Source: an optimization exercise on an open RTL-to-GDS flow (aim: small area). Production flows keep margins and buffers that such runs may drop. The RTL was checked by simulation tests, not by an equivalence proof against the original design. In run 3 the design's own scripts or RTL, not TritonCTS, make the clock network. No driver is modelled on the clock port, so clock power and skew are understated where the tree is cut down; a real chip needs a root buffer or a tree. Power and IR drop assume default switching activity.

==> flow/design.v <==
module	bombMatrixBitMap	(
					input	logic	clk,
					input	logic	resetN,
					input logic	[10:0] offsetX, 
					input logic	[10:0] offsetY,
					input	logic	InsideRectangle,  
					input logic enter_hit,  
					input	 logic signed 	[10:0]	topLeftX,  
					input	 logic signed	[10:0]	topLeftY,   
					input logic OneSecPulse,
					input logic addBombCollected,
					output logic [3:0] explosionIndexX,
					output logic [3:0] explosionIndexY,
					output logic explodeBomb,
					output	logic	drawingRequest,  
					output	logic	[7:0] RGBout   
 ) ;
	logic [7:0] pos0, pos1, pos2, pos3;  
	logic v0, v1, v2, v3;                
	logic a1, a2;                        
	logic [3:0] bomb_counter;
	logic limit4;                        
	logic [3:0] k_q;                     
	logic odd_q;                         
	logic [7:0] player_sq, pixel_sq;
	assign player_sq = {topLeftY[8:5], topLeftX[8:5]};
	assign pixel_sq  = {offsetY[8:5], offsetX[8:5]};
	logic occupied, below_limit, place;
	assign occupied = (v0 && pos0 == player_sq) || (v1 && pos1 == player_sq) ||
	                  (v2 && pos2 == player_sq);
	assign below_limit = bomb_counter < (limit4 ? 4'd4 : 4'd3);
	assign place = enter_hit && below_limit && !v3 && !occupied;
	logic c0, c1, any_t1, pick0;
	assign c0 = v0;
	assign c1 = v1 && !a1;
	assign any_t1 = c0 || c1;
	assign pick0 = c0 && (!c1 || pos0 > pos1);
	logic [7:0] pos3_n;
	assign pos3_n = v3 ? pos3 : player_sq;
	logic h0, h1, h2, h3, hit, even;
	assign h0 = v0 && pos0 == pixel_sq;
	assign h1 = v1 && pos1 == pixel_sq;
	assign h2 = v2 && pos2 == pixel_sq;
	assign h3 = v3 && pos3 == pixel_sq;
	assign hit = h0 || h1 || h2 || h3;
	assign even = (h1 && a1) || (h2 && !a2);
	logic [3:0] k;
	bomb_shape shape (.y(offsetY[4:0]), .x(offsetX[4:0]), .k(k));
always_ff@(posedge clk or negedge resetN)
begin
	if(!resetN) begin
		k_q <= 4'd0;
		odd_q <= 1'b0;
		bomb_counter <= 0;
		v0 <= 0; v1 <= 0; v2 <= 0; v3 <= 0;
		explodeBomb <= 0;
		explosionIndexX <= 0;
		explosionIndexY <= 0;
		limit4 <= 0;
	end
	else begin
		if (addBombCollected) limit4 <= 1'b1;
		if (OneSecPulse) begin
			v0 <= v1 && a1;
			v1 <= v2;
			v2 <= v3 || place;
			v3 <= 1'b0;
			explodeBomb <= any_t1;
			if (any_t1) begin
				{explosionIndexY, explosionIndexX} <= pick0 ? pos0 : pos1;
				bomb_counter <= bomb_counter - 4'd1;
			end
			else if (place) bomb_counter <= bomb_counter + 4'd1;
		end
		else begin
			v3 <= v3 || place;
			if (place) bomb_counter <= bomb_counter + 4'd1;
		end
		k_q <= (InsideRectangle && hit) ? k : 4'd0;
		odd_q <= !even;
	end
end
always_ff@(posedge clk)
begin
	pos3 <= pos3_n;
	if (OneSecPulse) begin
		pos0 <= pos1;
		pos1 <= pos2;
		pos2 <= pos3_n;
		a1 <= a2;
		a2 <= !v3;
	end
end
	always_comb
		case ({odd_q, k_q})
			5'd0: RGBout = 8'hff;
			5'd16: RGBout = 8'hff;
			5'd1: RGBout = 8'h00;
			5'd17: RGBout = 8'h00;
			5'd2: RGBout = 8'h8d;
			5'd18: RGBout = 8'had;
			5'd3: RGBout = 8'h64;
			5'd19: RGBout = 8'h85;
			5'd4: RGBout = 8'he0;
			5'd20: RGBout = 8'he4;
			5'd5: RGBout = 8'hf4;
			5'd21: RGBout = 8'hf8;
			5'd6: RGBout = 8'h20;
			5'd22: RGBout = 8'h64;
			5'd7: RGBout = 8'h24;
			5'd23: RGBout = 8'h64;
			5'd8: RGBout = 8'hf9;
			5'd24: RGBout = 8'hfd;
			5'd9: RGBout = 8'h65;
			5'd25: RGBout = 8'h8d;
			5'd10: RGBout = 8'h00;
			5'd26: RGBout = 8'h20;
			5'd11: RGBout = 8'hfc;
			5'd27: RGBout = 8'hfc;
			5'd12: RGBout = 8'hf8;
			5'd28: RGBout = 8'hfc;
			5'd13: RGBout = 8'he4;
			5'd29: RGBout = 8'he4;
			5'd14: RGBout = 8'h20;
			5'd30: RGBout = 8'h20;
			5'd15: RGBout = 8'h64;
			5'd31: RGBout = 8'h84;
			default: RGBout = 8'hff;
		endcase
assign drawingRequest = (k_q != 4'd0);
endmodule
module bomb_shape (input logic [4:0] y, input logic [4:0] x, output logic [3:0] k);
	logic _000_;
	logic _001_;
	logic _002_;
	logic _003_;
	logic _004_;
	logic _005_;
	logic _006_;
	logic _007_;
	logic _008_;
	logic _009_;
	logic _010_;
	logic _011_;
	logic _012_;
	logic _013_;
	logic _014_;
	logic _015_;
	logic _016_;
	logic _017_;
	logic _018_;
	logic _019_;
	logic _020_;
	logic _021_;
	logic _022_;
	logic _023_;
	logic _024_;
	logic _025_;
	logic _026_;
	logic _027_;
	logic _028_;
	logic _029_;
	logic _030_;
	logic _031_;
	logic _032_;
	logic _033_;
	logic _034_;
	logic _035_;
	logic _036_;
	logic _037_;
	logic _038_;
	logic _039_;
	logic _040_;
	logic _041_;
	logic _042_;
	logic _043_;
	logic _044_;
	logic _045_;
	logic _046_;
	logic _047_;
	logic _048_;
	logic _049_;
	logic _050_;
	logic _051_;
	logic _052_;
	logic _053_;
	logic _054_;
	logic _055_;
	logic _056_;
	logic _057_;
	logic _058_;
	logic _059_;
	logic _060_;
	logic _061_;
	logic _062_;
	logic _063_;
	logic _064_;
	logic _065_;
	logic _066_;
	logic _067_;
	logic _068_;
	logic _069_;
	logic _070_;
	logic _071_;
	logic _072_;
	logic _073_;
	logic _074_;
	logic _075_;
	logic _076_;
	logic _077_;
	logic _078_;
	logic _079_;
	logic _080_;
	logic _081_;
	logic _082_;
	logic _083_;
	logic _084_;
	logic _085_;
	logic _086_;
	logic _087_;
	logic _088_;
	logic _089_;
	logic _090_;
	logic _091_;
	logic _092_;
	logic _093_;
	logic _094_;
	logic _095_;
	logic _096_;
	logic _097_;
	logic _098_;
	logic _099_;
	logic _100_;
	logic _101_;
	logic _102_;
	logic _103_;
	logic _104_;
	logic _105_;
	logic _106_;
	logic _107_;
	logic _108_;
	logic _109_;
	logic _110_;
	logic _111_;
	logic _112_;
	logic _113_;
	logic _114_;
	logic _115_;
	logic _116_;
	logic _117_;
	logic _118_;
	logic _119_;
	logic _120_;
	logic _121_;
	logic _122_;
	logic _123_;
	logic _124_;
	logic _125_;
	logic _126_;
	logic _127_;
	logic _128_;
	logic _129_;
	logic _130_;
	logic _131_;
	logic _132_;
	logic _133_;
	logic _134_;
	logic _135_;
	logic _136_;
	logic _137_;
	logic _138_;
	logic _139_;
	logic _140_;
	logic _141_;
	logic _142_;
	logic _143_;
	logic _144_;
	logic _145_;
	logic _146_;
	logic _147_;
	logic _148_;
	logic _149_;
	logic _150_;
	logic _151_;
	logic _152_;
	logic _153_;
	logic _154_;
	logic _155_;
	logic _156_;
	logic _157_;
	logic _158_;
	logic _159_;
	logic _160_;
	logic _161_;
	logic _162_;
	logic _163_;
	logic _164_;
	logic _165_;
	logic _166_;
	logic _167_;
	logic _168_;
	logic _169_;
	logic _170_;
	logic _171_;
	logic _172_;
	logic _173_;
	logic _174_;
	logic _175_;
	logic _176_;
	logic _177_;
	logic _178_;
	logic _179_;
	logic _180_;
	logic _181_;
	logic _182_;
	logic _183_;
	logic _184_;
	logic _185_;
	logic _186_;
	logic _187_;
	logic _188_;
	logic _189_;
	logic _190_;
	logic _191_;
	logic _192_;
	logic _193_;
	logic _194_;
	logic _195_;
	logic _196_;
	logic _197_;
	logic _198_;
	logic _199_;
	logic _200_;
	logic _201_;
	logic _202_;
	logic _203_;
	logic _204_;
	logic _205_;
	logic _206_;
	logic _207_;
	logic _208_;
	logic _209_;
	logic _210_;
	logic _211_;
	logic _212_;
	logic _213_;
	logic _214_;
	logic _215_;
	logic _216_;
	logic _217_;
	logic _218_;
	logic _219_;
	logic _220_;
	logic _221_;
	logic _222_;
	logic _223_;
	logic _224_;
	logic _225_;
	logic _226_;
	logic _227_;
	logic _228_;
	logic _229_;
	logic _230_;
	logic _231_;
	logic _232_;
	logic _233_;
	assign _050_ = ~y[4];
	assign _060_ = ~y[3];
	assign _071_ = y[1] | ~(y[2]);
	assign _082_ = x[0] & x[1];
	assign _093_ = x[2] & ~(_082_);
	assign _104_ = ~x[4];
	assign _114_ = x[0] & ~(y[0]);
	assign _125_ = _114_ | _104_;
	assign _135_ = ~(x[0] & y[0]);
	assign _146_ = ~_135_;
	assign _157_ = x[4] | x[2];
	assign _160_ = x[1] & ~(_157_);
	assign _161_ = ~((_160_ & _146_) | (_125_ & _093_));
	assign _162_ = ~x[3];
	assign _163_ = ~y[0];
	assign _164_ = ~(x[0] | x[1]);
	assign _165_ = ~((_164_ & _163_) | x[4]);
	assign _166_ = ~y[2];
	assign _167_ = ~(x[0] | y[0]);
	assign _168_ = x[2] & x[1];
	assign _169_ = ~((_168_ & _167_) | _166_);
	assign _170_ = ~((_165_ | _162_) & _169_);
	assign _171_ = _170_ | ~(_161_);
	assign _172_ = ~y[1];
	assign _173_ = x[0] ? x[2] : x[3];
	assign _174_ = x[1] ? x[2] : x[3];
	assign _175_ = _173_ & ~(_174_);
	assign _176_ = ~(x[4] ^ x[3]);
	assign _177_ = _176_ | _163_;
	assign _178_ = ~((_177_ | _175_) & _172_);
	assign _179_ = ~_178_;
	assign _180_ = y[0] | ~(y[1]);
	assign _181_ = ~x[1];
	assign _182_ = x[0] | ~(x[2]);
	assign _183_ = x[4] & x[0];
	assign _184_ = _176_ & ~(_183_);
	assign _185_ = ~((_179_ | _184_) & (_182_ | _181_));
	assign _186_ = _185_ | _180_;
	assign _187_ = ~x[2];
	assign _188_ = _165_ | _187_;
	assign _189_ = x[2] ? _082_ : _164_;
	assign _190_ = ~(x[0] & x[1]);
	assign _191_ = x[3] & ~(_190_);
	assign _192_ = x[4] ? x[3] : x[2];
	assign _193_ = _192_ & ~(_191_);
	assign _194_ = ~((_189_ | _163_) & _193_);
	assign _195_ = _188_ & ~(_194_);
	assign _196_ = _176_ & ~(_195_);
	assign _197_ = _196_ | _060_;
	assign _198_ = _186_ & ~(_197_);
	assign _199_ = x[3] | ~(x[4]);
	assign _200_ = ~(x[2] | x[0]);
	assign _201_ = _200_ | _199_;
	assign _202_ = x[2] | x[1];
	assign _203_ = _202_ & ~(_201_);
	assign _204_ = ~((_203_ & _179_) | _198_);
	assign _205_ = ~((_171_ & _071_) | _204_);
	assign _206_ = y[1] & ~(y[2]);
	assign _207_ = x[3] & x[2];
	assign _208_ = ~_207_;
	assign _209_ = ~((_208_ & _082_) | (_164_ & x[3]));
	assign _210_ = x[4] | ~(x[2]);
	assign _211_ = _181_ & ~(_210_);
	assign _212_ = ~((_211_ | _163_) & _209_);
	assign _213_ = x[4] ^ x[2];
	assign _214_ = _213_ & ~(_176_);
	assign _215_ = _214_ & ~(_060_);
	assign _216_ = ~(_213_ | _189_);
	assign _217_ = ~(x[1] | y[0]);
	assign _218_ = _217_ | _199_;
	assign _219_ = _060_ & ~(_218_);
	assign _220_ = ~((_219_ & _216_) | (_215_ & _212_));
	assign _221_ = _206_ & ~(_220_);
	assign _222_ = y[0] | ~(x[1]);
	assign _223_ = ~((_222_ | _157_) & _179_);
	assign _224_ = ~((_223_ | _060_) & (_221_ | _205_));
	assign _225_ = x[3] & ~(x[4]);
	assign _226_ = x[4] & ~(x[3]);
	assign _227_ = _226_ | _225_;
	assign _228_ = ~((_210_ | _181_) & (_202_ | _104_));
	assign _229_ = x[2] & ~(x[0]);
	assign _230_ = ~((_228_ | _227_) & (_229_ | x[4]));
	assign _231_ = ~x[0];
	assign _232_ = y[1] | y[0];
	assign _233_ = ~(y[1] & y[0]);
	assign _000_ = ~(_233_ & _232_);
	assign _001_ = ~((_180_ & _231_) | _210_);
	assign _002_ = ~((_000_ | _231_) & _001_);
	assign _003_ = _002_ & _230_;
	assign _004_ = x[3] | ~(x[2]);
	assign _005_ = ~(x[4] | x[2]);
	assign _006_ = x[3] & ~(x[1]);
	assign _007_ = ~(_006_ & _005_);
	assign _008_ = ~(_007_ & _004_);
	assign _009_ = _114_ | _082_;
	assign _010_ = ~((_009_ & _228_) | (_008_ & _146_));
	assign _011_ = ~((_004_ | _222_) & _199_);
	assign _012_ = x[4] | ~(x[3]);
	assign _013_ = _182_ & ~(_012_);
	assign _014_ = ~((_013_ & _167_) | _011_);
	assign _015_ = ~((_200_ & x[4]) | (_225_ & _168_));
	assign _016_ = y[0] & ~(_015_);
	assign _017_ = _014_ & ~(_016_);
	assign _018_ = x[4] & x[3];
	assign _019_ = _018_ | _178_;
	assign _020_ = ~((_017_ & _010_) | _019_);
	assign _021_ = ~((_002_ & _230_) | _231_);
	assign _022_ = ~(x[2] & x[1]);
	assign _023_ = _022_ & ~(_006_);
	assign _024_ = _184_ & ~(_173_);
	assign _025_ = ~((_024_ | _023_) & _233_);
	assign _026_ = y[1] & y[0];
	assign _027_ = _182_ & ~(_183_);
	assign _028_ = _214_ | _166_;
	assign _029_ = ~((_027_ & _026_) | _028_);
	assign _030_ = ~((_025_ | _021_) & _029_);
	assign _031_ = ~((_030_ | _020_) & (_157_ | x[3]));
	assign _032_ = _208_ | _165_;
	assign _033_ = _164_ | x[2];
	assign _034_ = ~((_135_ & _104_) | _181_);
	assign _035_ = ~(_034_ | _033_);
	assign _036_ = y[1] & ~(_035_);
	assign _037_ = ~((_036_ & _032_) | y[2]);
	assign _038_ = ~((_031_ & _003_) | _037_);
	assign _039_ = x[4] & y[1];
	assign _040_ = ~((_039_ | _038_) & (_228_ | _227_));
	assign _041_ = ~(_017_ & _010_);
	assign _042_ = y[2] | y[1];
	assign _043_ = _042_ | ~(_041_);
	assign _044_ = y[2] & ~(_003_);
	assign _045_ = _044_ | ~(_043_);
	assign _046_ = _040_ & ~(_045_);
	assign _047_ = _046_ | y[3];
	assign _048_ = _233_ | _213_;
	assign _049_ = _189_ & ~(_048_);
	assign _051_ = _166_ & ~(_049_);
	assign _052_ = _232_ | _176_;
	assign _053_ = _214_ & ~(y[1]);
	assign _054_ = ~_053_;
	assign _055_ = _209_ ? _052_ : _054_;
	assign _056_ = _051_ | ~(_055_);
	assign _057_ = ~((_056_ & _198_) | _050_);
	assign k[2] = ~((_057_ & _047_) | (_224_ & _050_));
	assign _058_ = ~(x[3] | x[2]);
	assign _059_ = ~((_058_ | _207_) & (_206_ | _191_));
	assign _061_ = y[1] & ~(_161_);
	assign _062_ = _172_ & ~(_207_);
	assign _063_ = _062_ & _174_;
	assign _064_ = _063_ & _177_;
	assign _065_ = ~((_048_ | _022_) & y[2]);
	assign _066_ = _065_ | _064_;
	assign _067_ = ~((_066_ | _061_) & _059_);
	assign _068_ = _176_ & ~(_228_);
	assign _069_ = ~((_183_ & x[3]) | _068_);
	assign _070_ = ~((_069_ & _067_) | _060_);
	assign _072_ = _050_ & ~(_070_);
	assign _073_ = _114_ & ~(_210_);
	assign _074_ = _052_ & ~(_073_);
	assign _075_ = _074_ | _071_;
	assign _076_ = _068_ | ~(_206_);
	assign _077_ = ~((_076_ | _216_) & _060_);
	assign _078_ = _077_ | ~(_075_);
	assign _079_ = _160_ & ~(_167_);
	assign _080_ = _163_ & ~(_013_);
	assign _081_ = _042_ | _211_;
	assign _083_ = ~((_080_ & _199_) | _081_);
	assign _084_ = _083_ & ~(_079_);
	assign _085_ = _084_ & ~(_196_);
	assign _086_ = ~(_085_ | _078_);
	assign _087_ = ~((_086_ & _040_) | _050_);
	assign _088_ = _067_ | _162_;
	assign _089_ = x[4] & ~(_202_);
	assign _090_ = _168_ & ~(_012_);
	assign _091_ = ~((_090_ | _089_) & _026_);
	assign _092_ = ~(_004_ | _222_);
	assign _094_ = _063_ | _092_;
	assign _095_ = ~((_091_ & _170_) | _094_);
	assign _096_ = ~(_095_ & _185_);
	assign _097_ = _088_ & ~(_096_);
	assign _098_ = _089_ & ~(_232_);
	assign _099_ = _176_ & ~(_098_);
	assign _100_ = _051_ & ~(_099_);
	assign _101_ = _100_ | _060_;
	assign _102_ = _043_ & ~(_101_);
	assign _103_ = ~((_097_ | _054_) & _102_);
	assign _105_ = ~(y[3] | x[1]);
	assign _106_ = ~(_105_ & _135_);
	assign _107_ = ~(_106_ | _201_);
	assign _108_ = _107_ & ~(_037_);
	assign _109_ = _097_ ? y[3] : _108_;
	assign k[0] = _087_ ? _103_ : _109_;
	assign _110_ = ~((k[0] & _226_) | _072_);
	assign _111_ = ~(x[4] & x[2]);
	assign _112_ = _111_ | ~(_217_);
	assign _113_ = ~((_112_ | _076_) & _060_);
	assign _115_ = _058_ & ~(y[1]);
	assign _116_ = ~((_115_ & _164_) | _191_);
	assign _117_ = y[0] & ~(_116_);
	assign _118_ = ~((_117_ & _044_) | _113_);
	assign _119_ = _078_ | _064_;
	assign _120_ = _119_ | ~(_043_);
	assign _121_ = _068_ | y[2];
	assign _122_ = _121_ | _196_;
	assign _123_ = ~(x[2] | y[0]);
	assign _124_ = ~((_175_ | _226_) & _123_);
	assign _126_ = _073_ | _225_;
	assign _127_ = ~((_228_ & y[0]) | _126_);
	assign _128_ = ~((_127_ & _124_) | _042_);
	assign _129_ = _216_ & ~(_075_);
	assign _130_ = _129_ | _060_;
	assign _131_ = _130_ | _128_;
	assign _132_ = _054_ & ~(_131_);
	assign _133_ = ~((_132_ & _122_) | _050_);
	assign _134_ = ~((_120_ | _038_) & _133_);
	assign k[1] = ~((_118_ | _110_) & _134_);
	assign _136_ = ~_072_;
	assign _137_ = ~((_187_ | _231_) & _206_);
	assign _138_ = x[1] & y[0];
	assign _139_ = _138_ | _071_;
	assign _140_ = ~((_139_ | _218_) & (_137_ | _201_));
	assign _141_ = _035_ | ~(_140_);
	assign _142_ = _141_ & ~(_113_);
	assign _143_ = ~_031_;
	assign _144_ = ~_210_;
	assign _145_ = y[0] & ~(_082_);
	assign _147_ = ~(_145_ & _157_);
	assign _148_ = _164_ | ~(_062_);
	assign _149_ = ~((_226_ & _022_) | (_164_ & _005_));
	assign _150_ = ~((_148_ | _147_) & _149_);
	assign _151_ = _150_ | _098_;
	assign _152_ = ~((_041_ & _144_) | _151_);
	assign _153_ = ~((_037_ | _189_) & _152_);
	assign _154_ = ~((_153_ & _143_) | _113_);
	assign _155_ = _051_ & _194_;
	assign _156_ = ~((_145_ | _016_) & _214_);
	assign _158_ = ~((_156_ | _071_) & (_155_ | _076_));
	assign _159_ = ~((_158_ | _131_) & y[4]);
	assign k[3] = ~((_159_ | _154_) & (_142_ | _136_));
endmodule
==> flow/flow/run.sh <==
#!/bin/bash
# The standard layout (standard.sh), with two changes:
# - ports are buffered with buf_1 instead of the default port buffer cell;
# - clock tree synthesis without dummy load cells.
set -e
export BUFFER_PORTS_ARGS="-buffer_cell sky130_fd_sc_hd__buf_1"
export CTS_ARGS="-sink_clustering_enable -repair_clock_nets -dont_use_dummy_load -buf_list sky130_fd_sc_hd__clkbuf_8"
bash standard.sh > standard.log 2>&1
==> flow/standard.sh <==
#!/bin/bash
# synth_recipe.tcl (not shown) runs the flow's synth.tcl, then flattens the netlist and writes it again
# the make line also repeats each setting of config.mk as NAME=value (left out here)
make -C /OpenROAD-flow-scripts/flow DESIGN_CONFIG=/design/flow/config.mk WORK_HOME=/design/flow/orfs CLKGATE_MAP_FILE= SYNTH_SCRIPT=/design/flow/synth_recipe.tcl "${@:-finish}"
==> flow/config.mk <==
export PLATFORM = sky130hd
export DESIGN_NAME = bombMatrixBitMap
export DESIGN_NICKNAME = bombMatrixBitMap
export VERILOG_FILES = /design/flow/design.v
export SDC_FILE = /design/flow/constraint.sdc
export NUM_CORES = 4
export LEC_CHECK = 0
export ABC_AREA = 1
export CAP_MARGIN = 20
export CORE_MARGIN = 2
export CORE_UTILIZATION = 60
export CTS_BUF_LIST = sky130_fd_sc_hd__clkbuf_8
export SLEW_MARGIN = 20
==> flow/constraint.sdc <==
create_clock -name core_clock -period 10.0 [get_ports {clk}]
set_input_delay 2.0000 -clock core_clock [delete_from_list [all_inputs] [get_ports {clk}]]
set_output_delay 2.0000 -clock core_clock [all_outputs]
set_load 0.01 [all_outputs]
==> results.yml, run 1 <==
floorplanning:
  initial_utilization_pct: 62.0
  die_area_mm2: 0.00824
  io_pins: 68
  die_h_um: 90.8
  std_cell_rows: 31
  dieWidth_um: 90.8
  fp.coreArea_mm2: 0.00729
global_route:
  grt_use_met2_pct: 52.9
  grt_pass1_wl_um: 22100
  use_met3_pct: 8.51
  met1_usage_pct: 46.0
  grt_max_degree: 33
  grt_pass1_vias: 4495
  top_usage_layer: "met2"
  antenna_found_initial: 0
  grt_util_all_layers_pct: 33.7
  grt_overflow_total: 0
routing:
  vias: 4734
  wl_per_cell_um: 18.0
  drt-total-wl_um: 13800
  routed_via_density: 6.19
  dr.pass1.iters: 6
  ant_nets: 0
  drc: 0
  drt-initial-drc-count: 648
cells_and_area:
  diodes: 0
  syn_to_final_growth_pct: 8.14
  layout-drive-gt1-share_pct: 5.26
  nets: 747
power:
  p_int_mw: 0.472
  power_mw: 0.778
  p_seq_share_pct: 46.6
  vdd_drop_max_v: 0.000148
  clkPwrFrac_pct: 20.8
  power_leakage_nw: 2.29
  power.switching_mw: 0.307
  comb_power_share_pct: 32.6
  power_density_mw_per_mm2: 159
  p_sw_share_pct: 39.4
timing:
  slew_violations: 0
  max_slew_margin_pct: 40.1
  rsz0062_at_grt: "no"
  fin_skew_ns: 0.0166
  finalCritPeriodShare_pct: 44.7
  max_slew.worst_pin.slew_ns: 0.899
  hold_viol_final: 0
  clock.fmax_ghz: 0.224
  fin_tns_setup_ns: 0
  setup_viol: 0
  min_period_ns: 4.47
logic_synthesis:
  yosys.cell_types.count: 47
  yosys-top-cells-area: "edfxtp_1 17%, dfrtp_1 13%, nand2_1 10%, inv_1 8.4%, ha_1 8.0%"
  syn_area_mm2: 0.00452
  ys_ff_latch: 57
  synth.top_cell.area_share_pct: 17.3
  synthesis.nets: 698
  yosysTopAreaCell: "edfxtp_1"
  synth_edf_count: 26
  syn_area_per_cell_um2: 7.30
  yosysWarnings: 1
  async_flop_share_pct: 40.4
  netlist_instances: 619
  synth_seq_area_share_pct: 33.6
  synth_top_flop_cell: "edfxtp_1"
critical_path:
  arrival_ns: 4.67
  cp.required_ns: 10.20
  worst_r2r_path_depth: 12
  r2r_start: "pos1[3]"
  crit_type: "in -> reg"
  cp-end-kind: "register"
  timing.rr.end: "explosionIndexY[1]"
  path_max_fanout: 15
  reg2reg_slack_ns: 7.43
  critPathLaunchType: "input port"
job:
  maxCapViolations: 0
cts:
  path_clk_slew_ns: 0.06
  cts_buffers: 9
  cts_tree: "done"
  h-tree-depth: 3
  root_buffer: "clkbuf_8"
  cts_hold_buf: 0
  post_cts_resized: 0
  cts.sinks: 57
  clkLatencyLatePin_ns: 0.33
  cts_setup_buffers: 0
  clockBufferDepth: 2
placement:
  gp_congestion: 0.975
  dp_hpwl_um: 10400
  io_buffer_count: 49
min_path:
  holdPathStages: 0
  hp-class: "reg -> reg"
  min-delay-start: "pos2[3]"
  worstHoldEndpoint: "pos1[3]"
run_status:
  status: "no timing/DRC/antenna violations"
-- area by class of cell --
type,instances,area [um2]
Sequential cell,57,1520
Multi-Input combinational cell,446,2540
Timing Repair Buffer,51,199
Inverter,103,387
Fill cell,661,2400
Tap cell,99,124
Clock buffer,9,124
-- critical path, stage by stage --
cell     delay, ns
buf_1         0.64
inv_1         0.25
ha_1          0.35
inv_1         0.14
nor2_1        0.07
inv_1         0.15
nand3_1       0.09
inv_1         0.07
nand3_1       0.09
nand2_1       0.10
nand2_1       0.06
nand2_1       0.08
nand2_1       0.06
nand2_1       0.07
nand2_1       0.08
nand2_1       0.06
nand2_1       0.07
nand3_1       0.07
nand2_1       0.05
nand2_1       0.06
a21oi_1       0.06
-- cell usage in the layout (no fill, tap or decap), types with 2 or more instances in the layout --
cell type / n
a2111oi_0: 2
a211oi_1: 7
a21oi_1: 30
a221oi_1: 7
a31oi_1: 8
buf_1: 49
buf_4: 2
clkbuf_8: 9
dfrtp_1: 23
dfxtp_1: 8
edfxtp_1: 26
ha_1: 29
inv_1: 101
inv_2: 2
nand2_1: 125
nand2_2: 8
nand3_1: 33
nand3_2: 2
nand4_1: 6
nor2_1: 50
nor2_2: 4
nor3_1: 7
nor4_1: 3
o211ai_1: 7
o21ai_0: 53
o21ai_2: 2
o22ai_1: 21
o311ai_0: 4
o31ai_1: 3
o41ai_1: 2
or2_2: 3
xnor2_1: 5
xor2_1: 14
-- state kept, by name, indices dropped and copies added, names as in the netlist, 4 cells and up --
name / cells
pos1: 8
pos3: 8
explosionIndexY: 4
pos2: 8
explosionIndexX: 4
k_q: 4
bomb_counter: 4
pos0: 8
-- Yosys cell counts, drive strengths merged (8+ instances only) --
cell type and number:
a31oi 8, nor2 55, o21ai 55, a21oi 31
dfrtp 23, ha 29, dfxtp 8, nand3 35
edfxtp 26, xor2 14, nand2 134, inv 103
o22ai 21
-- metrics by stage --
stage | hold slack (ns) | cells | area (um2) | utilization [%] | setup slack (ns)
floorplan | 0.421 | 619 | 4520 | - | 6.13
global placement | 0.444 | 756 | 4760 | 65.3 | 5.17
detailed placement | 0.452 | 756 | 4760 | 65.3 | 5.24
CTS | 0.468 | 765 | 4890 | 67.0 | 5.59
global route | 0.493 | 765 | 4890 | 67.0 | 5.25
finish | 0.464 | 765 | 4890 | 67.0 | 5.53
-- power by group through the flow --
stage               logic (mW)  registers, mW  clock network, mW
finish                   0.254          0.362              0.162
floorplan                0.171          0.349                  0
detailed placement       0.246          0.363                  0
CTS                      0.249          0.359              0.164
global route             0.286          0.369              0.174
global placement         0.237          0.358                  0
-- routing by layer --
layer / routed length, um / up-vias
met1: 5670 / 2133
li1: - / 2204
met2: 6090 / 337
met3: 1570 / 60
met5: 0 / -
met4: 437 / 0
-- cell families (layout without fill, tap and decap cells) --
| family | Yosys count | count (layout) | synth area share, % |
|---|---|---|---|
| xor gates and xnor gates | 19 | 19 | 3.68 |
| adders and majority gates | 29 | 29 | 8.03 |
| AOI/OAI and AO/OA | 154 | 154 | 20.9 |
| and+or+nand+nor | 244 | 244 | 23.6 |
| DFF | 57 | 57 | 33.6 |
| buffers and inverters | 116 | 163 | 10.3 |
-- worst max path at each step --
stage,from,to,cells after the start
after floorplan,offsetY[0],k_q[1],22
after global placement,offsetX[2],k_q[1],21
final,offsetX[2],k_q[1],21
after global routing,offsetX[2],k_q[1],20
after CTS,offsetX[2],k_q[1],21
after detailed placement,offsetX[2],k_q[1],21
==> run 2, diff against run 1 <==
--- a/flow/design.v
+++ b/flow/design.v
@@ -28,13 +28,23 @@
 	logic occupied, below_limit, place;
 	assign occupied = (v0 && pos0 == player_sq) || (v1 && pos1 == player_sq) ||
 	                  (v2 && pos2 == player_sq);
-	assign below_limit = bomb_counter < (limit4 ? 4'd4 : 4'd3);
+	assign below_limit = !bomb_counter[3] && !bomb_counter[2] &&
+	                     (limit4 || !(bomb_counter[1] && bomb_counter[0]));
 	assign place = enter_hit && below_limit && !v3 && !occupied;
+	logic pos0_gt_pos1;
+	always_comb begin
+		pos0_gt_pos1 = 1'b0;
+		for (int i = 0; i < 8; i++)
+			pos0_gt_pos1 = (pos0[i] ^ pos1[i]) ? pos0[i] : pos0_gt_pos1;
+	end
 	logic c0, c1, any_t1, pick0;
 	assign c0 = v0;
 	assign c1 = v1 && !a1;
 	assign any_t1 = c0 || c1;
-	assign pick0 = c0 && (!c1 || pos0 > pos1);
+	assign pick0 = c0 && (!c1 || pos0_gt_pos1);
+	logic [3:0] counter_inc, counter_dec;
+	assign counter_inc = bomb_counter ^ {&bomb_counter[2:0], &bomb_counter[1:0], bomb_counter[0], 1'b1};
+	assign counter_dec = bomb_counter ^ {~|bomb_counter[2:0], ~|bomb_counter[1:0], ~bomb_counter[0], 1'b1};
 	logic [7:0] pos3_n;
 	assign pos3_n = v3 ? pos3 : player_sq;
 	logic h0, h1, h2, h3, hit, even;
@@ -50,7 +60,6 @@
 begin
 	if(!resetN) begin
 		k_q <= 4'd0;
-		odd_q <= 1'b0;
 		bomb_counter <= 0;
 		v0 <= 0; v1 <= 0; v2 <= 0; v3 <= 0;
 		explodeBomb <= 0;
@@ -68,21 +77,21 @@
 			explodeBomb <= any_t1;
 			if (any_t1) begin
 				{explosionIndexY, explosionIndexX} <= pick0 ? pos0 : pos1;
-				bomb_counter <= bomb_counter - 4'd1;
+				bomb_counter <= counter_dec;
 			end
-			else if (place) bomb_counter <= bomb_counter + 4'd1;
+			else if (place) bomb_counter <= counter_inc;
 		end
 		else begin
 			v3 <= v3 || place;
-			if (place) bomb_counter <= bomb_counter + 4'd1;
+			if (place) bomb_counter <= counter_inc;
 		end
 		k_q <= (InsideRectangle && hit) ? k : 4'd0;
-		odd_q <= !even;
 	end
 end
 always_ff@(posedge clk)
 begin
 	pos3 <= pos3_n;
+	odd_q <= !even;   
 	if (OneSecPulse) begin
 		pos0 <= pos1;
 		pos1 <= pos2;
@@ -91,43 +100,7 @@
 		a2 <= !v3;
 	end
 end
-	always_comb
-		case ({odd_q, k_q})
-			5'd0: RGBout = 8'hff;
-			5'd16: RGBout = 8'hff;
-			5'd1: RGBout = 8'h00;
-			5'd17: RGBout = 8'h00;
-			5'd2: RGBout = 8'h8d;
-			5'd18: RGBout = 8'had;
-			5'd3: RGBout = 8'h64;
-			5'd19: RGBout = 8'h85;
-			5'd4: RGBout = 8'he0;
-			5'd20: RGBout = 8'he4;
-			5'd5: RGBout = 8'hf4;
-			5'd21: RGBout = 8'hf8;
-			5'd6: RGBout = 8'h20;
-			5'd22: RGBout = 8'h64;
-			5'd7: RGBout = 8'h24;
-			5'd23: RGBout = 8'h64;
-			5'd8: RGBout = 8'hf9;
-			5'd24: RGBout = 8'hfd;
-			5'd9: RGBout = 8'h65;
-			5'd25: RGBout = 8'h8d;
-			5'd10: RGBout = 8'h00;
-			5'd26: RGBout = 8'h20;
-			5'd11: RGBout = 8'hfc;
-			5'd27: RGBout = 8'hfc;
-			5'd12: RGBout = 8'hf8;
-			5'd28: RGBout = 8'hfc;
-			5'd13: RGBout = 8'he4;
-			5'd29: RGBout = 8'he4;
-			5'd14: RGBout = 8'h20;
-			5'd30: RGBout = 8'h20;
-			5'd15: RGBout = 8'h64;
-			5'd31: RGBout = 8'h84;
-			default: RGBout = 8'hff;
-		endcase
-assign drawingRequest = (k_q != 4'd0);
+	bomb_colour colour (.odd(odd_q), .k(k_q), .c(RGBout), .dr(drawingRequest));
 endmodule
 module bomb_shape (input logic [4:0] y, input logic [4:0] x, output logic [3:0] k);
 	logic _000_;
@@ -603,3 +576,72 @@
 	assign _159_ = ~((_158_ | _131_) & y[4]);
 	assign k[3] = ~((_159_ | _154_) & (_142_ | _136_));
 endmodule
+module bomb_colour (input logic odd, input logic [3:0] k, output logic [7:0] c, output logic dr);
+	logic _00_;
+	logic _01_;
+	logic _02_;
+	logic _03_;
+	logic _04_;
+	logic _05_;
+	logic _06_;
+	logic _07_;
+	logic _08_;
+	logic _09_;
+	logic _10_;
+	logic _11_;
+	logic _12_;
+	logic _13_;
+	logic _14_;
+	logic _15_;
+	logic _16_;
+	logic _17_;
+	logic _18_;
+	logic _19_;
+	logic _20_;
+	logic _21_;
+	logic _22_;
+	logic _23_;
+	logic _24_;
+	logic _25_;
+	logic _26_;
+	logic _27_;
+	logic _28_;
+	assign _00_ = ~k[1];
+	assign _01_ = k[2] | ~(k[0]);
+	assign _02_ = ~(_01_ & _00_);
+	assign _03_ = ~(k[3] & k[0]);
+	assign _04_ = ~((_03_ | odd) & (_01_ | _00_));
+	assign _05_ = k[3] | ~(odd);
+	assign _06_ = k[2] & ~(_05_);
+	assign _07_ = ~((_05_ & _04_) | _06_);
+	assign c[6] = ~(_07_ & _02_);
+	assign _08_ = k[0] | ~(odd);
+	assign _09_ = k[2] & ~(odd);
+	assign _10_ = _09_ | ~(_08_);
+	assign c[5] = _10_ | c[6];
+	assign _11_ = ~k[3];
+	assign _12_ = ~((_11_ & k[2]) | k[1]);
+	assign _13_ = k[3] & ~(k[2]);
+	assign _14_ = ~((_13_ | _00_) & k[0]);
+	assign _15_ = _12_ ? k[0] : _14_;
+	assign c[4] = ~_15_;
+	assign _16_ = ~(odd | k[3]);
+	assign _17_ = _09_ | k[3];
+	assign _18_ = _14_ & ~(_17_);
+	assign _19_ = ~((_18_ & _07_) | (_13_ & _00_));
+	assign c[3] = ~((_19_ | _04_) & (_16_ | _15_));
+	assign _20_ = _00_ & ~(_08_);
+	assign _21_ = _17_ ? k[0] : _14_;
+	assign c[2] = _21_ | _20_;
+	assign _22_ = k[0] | ~(_12_);
+	assign c[1] = _11_ & ~(_22_);
+	assign _23_ = ~(_18_ & _07_);
+	assign _24_ = ~(_13_ & _00_);
+	assign c[0] = ~(_24_ & _23_);
+	assign _25_ = ~odd;
+	assign _26_ = _01_ | _00_;
+	assign _27_ = ~((_26_ & _25_) | _03_);
+	assign _28_ = _02_ & ~(_27_);
+	assign c[7] = ~(_28_ & _23_);
+	assign dr = _22_ | k[3];
+endmodule
==> run 2 against run 1 <==
- global-route usage increased by 1.0 points
- largest power group unchanged
- synthesized cell count decreased by 3.4%
- critical endpoint unchanged
- combinational power decreased by 15%
- die area decreased by 5.2%
- cell area decreased by 5.1%
- power decreased by 10%
- clock skew increased by 0.0077 ns
- clock-buffer cell count unchanged
==> results.yml, run 2 <==
run_status:
  status: "no timing/DRC/antenna violations"
timing:
  clock.fmax_ghz: 0.228
  fin_skew_ns: 0.0243
  max_slew.worst_pin.slew_ns: 0.837
  setup_ws_ns: 5.62
  finalCritPeriodShare_pct: 43.8
  max_slew_margin_pct: 44.2
  rsz0062_at_grt: "no"
  setup_viol: 0
  whs_ns: 0.448
  hold_viol_final: 0
  slew_violations: 0
  fin_tns_setup_ns: 0
  min_period_ns: 4.38
cts:
  cts.sinks: 57
  post_cts_resized: 0
  cts_hold_buf: 0
  cts_tree: "done"
  root_buffer: "clkbuf_8"
  clockBufferDepth: 2
  h-tree-depth: 3
  clkLatencyLatePin_ns: 0.33
  path_clk_slew_ns: 0.06
  cts_buffers: 9
  cts_setup_buffers: 0
logic_synthesis:
  post-synth-top-count-cell: "nand2_1"
  synth_edf_count: 26
  yosys-top-cells-count: "152 x nand2_1, 88 x inv_1, 44 x nand3_1"
  synth_top_family_by_area: "simple AND/OR/NAND/NOR gates"
  synth_compound_area_share_pct: 18.1
  yosys-top-cells-area: "edfxtp_1 18%, nand2_1 13%, dfrtp_1 13%, inv_1 7.7%, nand3_1 5.2%"
  yosysTopAreaCell: "edfxtp_1"
  netlist_instances: 598
  yosys.area_share.xor_xnor_pct: 4.92
  synth_seq_area_share_pct: 35.4
  synth.top_cell.area_share_pct: 18.3
  ys_ff_latch: 57
  async_flop_share_pct: 38.6
  syn_area_per_cell_um2: 7.15
  syn_area_mm2: 0.00427
  yosys.area_share.simple_pct: 26.8
  synth_top_flop_cell: "edfxtp_1"
  synthesis.nets: 664
  synthAdderAreaFrac_pct: 4.68
  synthMuxAreaShare_pct: 0
  yosys.cell_types.count: 45
  yosysWarnings: 1
routing:
  drt-total-wl_um: 13000
  ant_nets: 0
  routed_via_density: 5.99
  drc: 0
  vias: 4430
  wl_per_cell_um: 17.6
  dr.pass1.iters: 5
  drt-initial-drc-count: 477
cells_and_area:
  fin_util_pct: 67.9
  layout-drive-gt1-share_pct: 5.91
  final_common_cell: "nand2_1"
  final_cell_mix: "152 x nand2_1, 88 x inv_1, 48 x buf_1, 44 x nand3_1, 41 x nor2_1"
  fin_area_mm2: 0.00464
  syn_to_final_growth_pct: 8.55
  diodes: 0
  nets: 711
global_route:
  top_usage_layer: "met2"
  grt_pass1_wl_um: 20600
  use_met3_pct: 9.79
  grt_pass1_vias: 4134
  grt_overflow_total: 0
  grt_util_all_layers_pct: 34.7
  met1_usage_pct: 50.1
  grt_use_met2_pct: 50.6
  grt_max_degree: 36
  antenna_found_initial: 1
min_path:
  hp-class: "reg -> reg"
floorplanning:
  die_h_um: 88.4
  dieWidth_um: 88.4
  io_pins: 68
  die_area_mm2: 0.00781
  fp.coreArea_mm2: 0.00683
  initial_utilization_pct: 62.6
  std_cell_rows: 30
power:
  power_density_mw_per_mm2: 150
  vdd_drop_max_v: 0.000136
  power_leakage_nw: 2.15
critical_path:
  reg2reg_slack_ns: 7.54
  arrival_ns: 4.59
  crit_path_top_delay_cell: "buf_1"
  path_cells: "buf_1, inv_1, ha_1, nand3_1, a21oi_1, nor2_1, nand2_1, nand2_1, nand3_1, nand2_1, nand2_1, nand2_1, nand2_1, nand2_1, nand2_1, nand2_1, nand2_1, nand3_1, nand2_1, nand2_1, a21oi_2"
  cp-end-kind: "register"
  cp_slowest_stage_delay_ns: 0.56
  path_max_fanout: 15
  critPathLaunchType: "input port"
  cpMostUsedCell: "nand2_1"
  crit_type: "in -> reg"
  cp.required_ns: 10.20
placement:
  pre_cts_slack_ns: 5.32
  dp_hpwl_um: 9950
  placed_area_mm2: 0.00452
  gp_congestion: 0.977
  io_buffer_count: 49
job:
  maxCapViolations: 0
run 2: worst max-delay path, delay by kind of cell:
kind                     cells  cell delay, ns
AND/OR/NAND/NOR             16            1.29
buffers and inverters        2            0.83
adder cells (fa/ha/maj)      1            0.34
AO/OA/AOI/OAI                2            0.12
run 2: layer usage:
metal,up-vias,part of all wire (%)
li1,2097,-
met1,1987,43
met2,306,43
met3,38,12
met4,2,2.0
met5,-,0.10
run 2: path summary, 6_finish.rpt:
| check | startpoint | endpoint | depth (start not counted) |
|---|---|---|---|
| max | offsetX[2] | k_q[1] | 21 |
| min | a2 | a1 | 0 |
| max reg2reg | pos2[2] | v2 | 9 |
| min reg2reg | a2 | a1 | 0 |
| max in group asynchronous | resetN | v2 | 2 |
| min in group asynchronous | resetN | explosionIndexY[1] | 2 |
run 2: per-stage QoR:
| stage | power, mW | cells |
|---|---|---|
| floorplan | 0.460 | 598 |
| global placement | 0.520 | 730 |
| detailed placement | 0.535 | 730 |
| CTS | 0.693 | 739 |
| global route | 0.737 | 739 |
| finish | 0.697 | 739 |
run 2: area by class of cell:
class	count	area, um2
timing repair buffer	51	200
clock buffer	9	124
tap	96	120
multi-input combinational	432	2330
sequential	57	1510
inverter	94	353
fill	581	2190
run 2: cells by family (layout without fill, tap and decap cells):
family / Yosys count / in the layout
simple gates: 267 / 267
fa+ha+maj: 16 / 16
buf+inv: 109 / 154
xor+xnor: 24 / 24
compound gates: 125 / 125
flops: 57 / 57
run 2: power by group:
part	internal, mW	switching, mW	total [mW]
logic	0.0734	0.142	0.215
registers	0.288	0.0373	0.326
clock network	0.0796	0.0765	0.156
total	0.441	0.256	0.697
==> run 3, diff against run 2 <==
==> flow/flow/run.sh (replaced) <==
#!/bin/bash
# The standard layout (standard.sh), with two changes:
# - ports are buffered with buf_1 instead of the default port buffer cell;
# - the clock tree is two clkbuf_16 buffers fed by the clock port (clock_buffers.tcl,
#   run as ORFS's PRE_CTS_TCL hook) instead of TritonCTS's H-tree.
set -e
export BUFFER_PORTS_ARGS="-buffer_cell sky130_fd_sc_hd__buf_1"
export PRE_CTS_TCL="$(pwd)/flow/clock_buffers.tcl"
bash standard.sh > standard.log 2>&1
==> flow/flow/clock_buffers.tcl (new file) <==
# PRE_CTS_TCL hook: a flat clock distribution in place of TritonCTS's H-tree.
# The clock port drives two clkbuf_16 buffers; each drives half of the flip-flops
# (split by x position) and is placed at their centre (detailed placement, run
# after CTS in cts.tcl, legalizes it). Both buffers are alike and load-balanced, so
# every register's clock arrives at (nearly) the same time.
proc insert_clock_buffers { cell nbuf } {
  set block [ord::get_db_block]
  set master [[ord::get_db] findMaster $cell]
  set clknet [$block findNet clk]
  set sinks {}
  foreach it [$clknet getITerms] {
    set bb [[$it getInst] getBBox]
    lappend sinks [list [expr {([$bb xMin] + [$bb xMax]) / 2}] [expr {([$bb yMin] + [$bb yMax]) / 2}] $it]
  }
  set sinks [lsort -integer -index 0 $sinks]
  set n [llength $sinks]
  for {set g 0} {$g < $nbuf} {incr g} {
    set lo [expr {$g * $n / $nbuf}]
    set hi [expr {($g + 1) * $n / $nbuf - 1}]
    set grp [lrange $sinks $lo $hi]
    set inst [odb::dbInst_create $block $master clkbuf_leaf_$g]
    set net [odb::dbNet_create $block clknet_leaf_$g]
    $net setSigType CLOCK
    set xs 0; set ys 0
    foreach s $grp {
      set it [lindex $s 2]
      $it disconnect
      $it connect $net
      set xs [expr {$xs + [lindex $s 0]}]
      set ys [expr {$ys + [lindex $s 1]}]
    }
    [$inst findITerm A] connect $clknet
    [$inst findITerm X] connect $net
    set m [llength $grp]
    $inst setLocation [expr {$xs / $m}] [expr {$ys / $m}]
    $inst setPlacementStatus PLACED
    puts "clock buffer clkbuf_leaf_$g ($cell) drives $m clock pins"
  }
}

insert_clock_buffers sky130_fd_sc_hd__clkbuf_16 2

# cts.tcl calls clock_tree_synthesis next; the tree is already built.
rename clock_tree_synthesis tritoncts_clock_tree_synthesis
proc clock_tree_synthesis { args } {
  puts "clock_tree_synthesis skipped: clock buffers inserted by clock_buffers.tcl"
  set_propagated_clock [all_clocks]
}
--- a/flow/config.mk
+++ b/flow/config.mk
@@ -9,5 +9,4 @@
 export CAP_MARGIN = 20
 export CORE_MARGIN = 2
 export CORE_UTILIZATION = 60
-export CTS_BUF_LIST = sky130_fd_sc_hd__clkbuf_8
 export SLEW_MARGIN = 20
==> run 3 against run 2 <==
- core utilization down 1.1 points
- via count fell by 0.14%
- largest cell class unchanged
- global-route usage decreased by 1.9 points
- largest power group unchanged
- sequential power is essentially flat
- critical endpoint unchanged
- first-iteration DRC count is 21% higher
==> results.yml, run 3 <==
global_route:
  grt_max_degree: 36
  antenna_found_initial: 1
  grt_overflow_total: 0
  grt_pass1_wl_um: 20300
  grt_pass1_vias: 4100
  grt_util_all_layers_pct: 32.9
logic_synthesis:
  netlist_instances: 598
  yosys-top-cells-area: "edfxtp_1 18%, nand2_1 13%, dfrtp_1 13%, inv_1 7.7%, nand3_1 5.2%"
  ys_ff_latch: 57
  yosysWarnings: 1
  yosysTopAreaCell: "edfxtp_1"
  synth_seq_area_share_pct: 35.4
  post-synth-top-count-cell: "nand2_1"
  yosys.cell_types.count: 45
  syn_area_per_cell_um2: 7.15
  async_flop_share_pct: 38.6
  synth_top_flop_cell: "edfxtp_1"
  yosys-top-cells-count: "152 x nand2_1, 88 x inv_1, 44 x nand3_1"
  synthesis.nets: 664
  syn_area_mm2: 0.00427
  synth.top_cell.area_share_pct: 18.3
  synth_edf_count: 26
cells_and_area:
  syn_to_final_growth_pct: 6.82
  final_common_cell: "nand2_1"
  fin_cells: 732
  fin_util_pct: 66.8
  final_cell_mix: "152 x nand2_1, 88 x inv_1, 48 x buf_1, 44 x nand3_1, 41 x nor2_1"
  fillers: 598
  layout-drive-gt1-share_pct: 4.87
  nets: 704
  diodes: 0
power:
  power_density_mw_per_mm2: 138
  vdd_drop_max_v: 0.000175
  comb_power_share_pct: 33.6
  clkPwrFrac_pct: 15.0
  p_int_mw: 0.397
  power.switching_mw: 0.235
  power_mw: 0.632
  p_sw_share_pct: 37.1
  p_seq_share_pct: 51.4
  power_leakage_nw: 2.11
job:
  maxCapViolations: 0
critical_path:
  crit_type: "in -> reg"
  cp_slowest_stage_delay_ns: 0.57
  critPathLaunchType: "input port"
  cp-end-kind: "register"
  cpMostUsedCell: "nand2_1"
  cp.required_ns: 10.05
  arrival_ns: 4.60
  crit_path_top_delay_cell: "buf_1"
  worst_r2r_path_depth: 9
  path_cells: "buf_1, inv_1, ha_1, nand3_1, a21oi_1, nor2_1, nand2_1, nand2_1, nand3_1, nand2_1, nand2_1, nand2_1, nand2_1, nand2_1, nand2_1, nand2_1, nand2_1, nand3_1, nand2_1, nand2_1, a21oi_2"
  path_max_fanout: 15
cts:
  cts_hold_buf: 0
  post_cts_resized: 0
  cts_setup_buffers: 0
  path_clk_slew_ns: 0.11
  clkLatencyLatePin_ns: 0.17
floorplanning:
  die_h_um: 88.4
  dieWidth_um: 88.4
  initial_utilization_pct: 62.6
  fp.coreArea_mm2: 0.00683
  die_area_mm2: 0.00781
  std_cell_rows: 30
  io_pins: 68
routing:
  drt-total-wl_um: 12700
  wl_per_cell_um: 17.4
  drt-initial-drc-count: 577
  vias: 4424
  ant_nets: 0
  routed_via_density: 6.04
  dr.pass1.iters: 6
  drc: 0
timing:
  hold_viol_final: 0
  setup_viol: 0
  max_slew.worst_pin.slew_ns: 0.834
  min_period_ns: 4.55
  clock.fmax_ghz: 0.220
  rsz0062_at_grt: "no"
  finalCritPeriodShare_pct: 45.5
  slew_violations: 0
  max_slew_margin_pct: 44.4
  fin_tns_setup_ns: 0
  fin_skew_ns: 0.0100
placement:
  gp_congestion: 0.977
  dp_hpwl_um: 9950
  io_buffer_count: 49
  placed_cells: 730
min_path:
  holdPathStages: 0
  hp-class: "reg -> reg"
run_status:
  status: "no timing/DRC/antenna violations"
run 3: cell counts after synthesis:
No cell type changed its count.
run 3: cells by family after synthesis:
logic type | after synthesis | share of synthesized area, %
AND/OR/NAND/NOR | 267 | 26.8
AO/OA/AOI/OAI | 125 | 18.2
buffers and inverters | 109 | 10.1
flip-flops | 57 | 35.4
XOR/XNOR | 24 | 4.92
adder cells (fa/ha/maj) | 16 | 4.68
run 3: cell type report:
class	instances	area [um2]	area share (%)
Buffer	2	50.0	1.10
Inverter	94	353	7.73
Multi-Input combinational cell	432	2330	51.1
Sequential cell	57	1510	33.1
Tap cell	96	120	2.63
Timing Repair Buffer	51	200	4.38
run 3: metal layers:
metal	track usage, %	routed length, um	up-vias
met4	6.20	169	2
met3	6.25	1400	29
met5	0	13	-
li1	-	-	2084
met1	49.4	5610	2035
met2	49.8	5530	274
run 3: power groups by stage:
| stage | Clock, mW | Sequential (mW) | Combinational (mW) |
|---|---|---|---|
| 6_report | 0.0949 | 0.325 | 0.212 |
| 4_1_cts | 0.0942 | 0.323 | 0.209 |
| 2_1_floorplan | 0 | 0.322 | 0.138 |
| 3_3_place_gp | 0 | 0.325 | 0.195 |
| 3_5_place_dp | 0 | 0.327 | 0.208 |
| 5_1_grt | 0.102 | 0.329 | 0.238 |
run 3: stage by stage:
stage,worst slack (ns),hold WS [ns],area [um2]
after floorplan,6.24,0.421,4270
after global placement,5.32,0.431,4520
after detailed placement,5.32,0.438,4520
after CTS,5.49,0.463,4570
after global routing,5.15,0.485,4570
final,5.45,0.472,4570
run 3: worst max-delay path: cells and delay by family:
family | cells | cell delay (ns)
AO/OA/AOI/OAI | 2 | 0.12
buffers and inverters | 2 | 0.84
AND/OR/NAND/NOR | 16 | 1.30
adder cells (fa/ha/maj) | 1 | 0.34
run 3: path summary, 6_finish.rpt:
check                           startpoint                 end  slack [ns]
worst max-delay path            offsetX[2]              k_q[1]        5.45
worst min-delay path                    a2                  a1        0.47
worst max register to register     pos2[2]                  v2        7.62
worst min register to register          a2                  a1        0.47
max in group asynchronous           resetN  explosionIndexX[2]        7.98
min in group asynchronous           resetN     bomb_counter[3]        1.79

-- separate check: timing with driven ports --
The flow's constraints put no driver on any port. The routed layouts listed below were extracted and timed again, unchanged, in two steps.
Step 1 (the two cells are an assumption about what drives the block):
set clk [get_ports {clk}]
set_driving_cell -lib_cell sky130_fd_sc_hd__clkbuf_16 $clk
set_driving_cell -lib_cell sky130_fd_sc_hd__buf_2 [delete_from_list [all_inputs] $clk]
Step 2 adds t to the input delays and takes it off the output delays; t is the mean of the earliest and latest rising clock arrival at the registers after step 1. Input paths then give back, and output paths get back, about the clock's delay inside the block.
a / b / c = no drivers / after step 1 / after step 2; a / b = the first two.
run	t, ns	setup WS [ns]	pins driven straight from the clock port
run 1	0.356	5.534 / 5.537 / 5.181	1
run 2	0.353	5.617 / 5.622 / 5.269	1
run 3	0.218	5.449 / 5.475 / 5.257	2
After both steps every run listed still meets setup and hold. For run 1, which loses most, drivers alone change the setup slack by +0.003 ns; drivers and shift together by -0.353 ns.
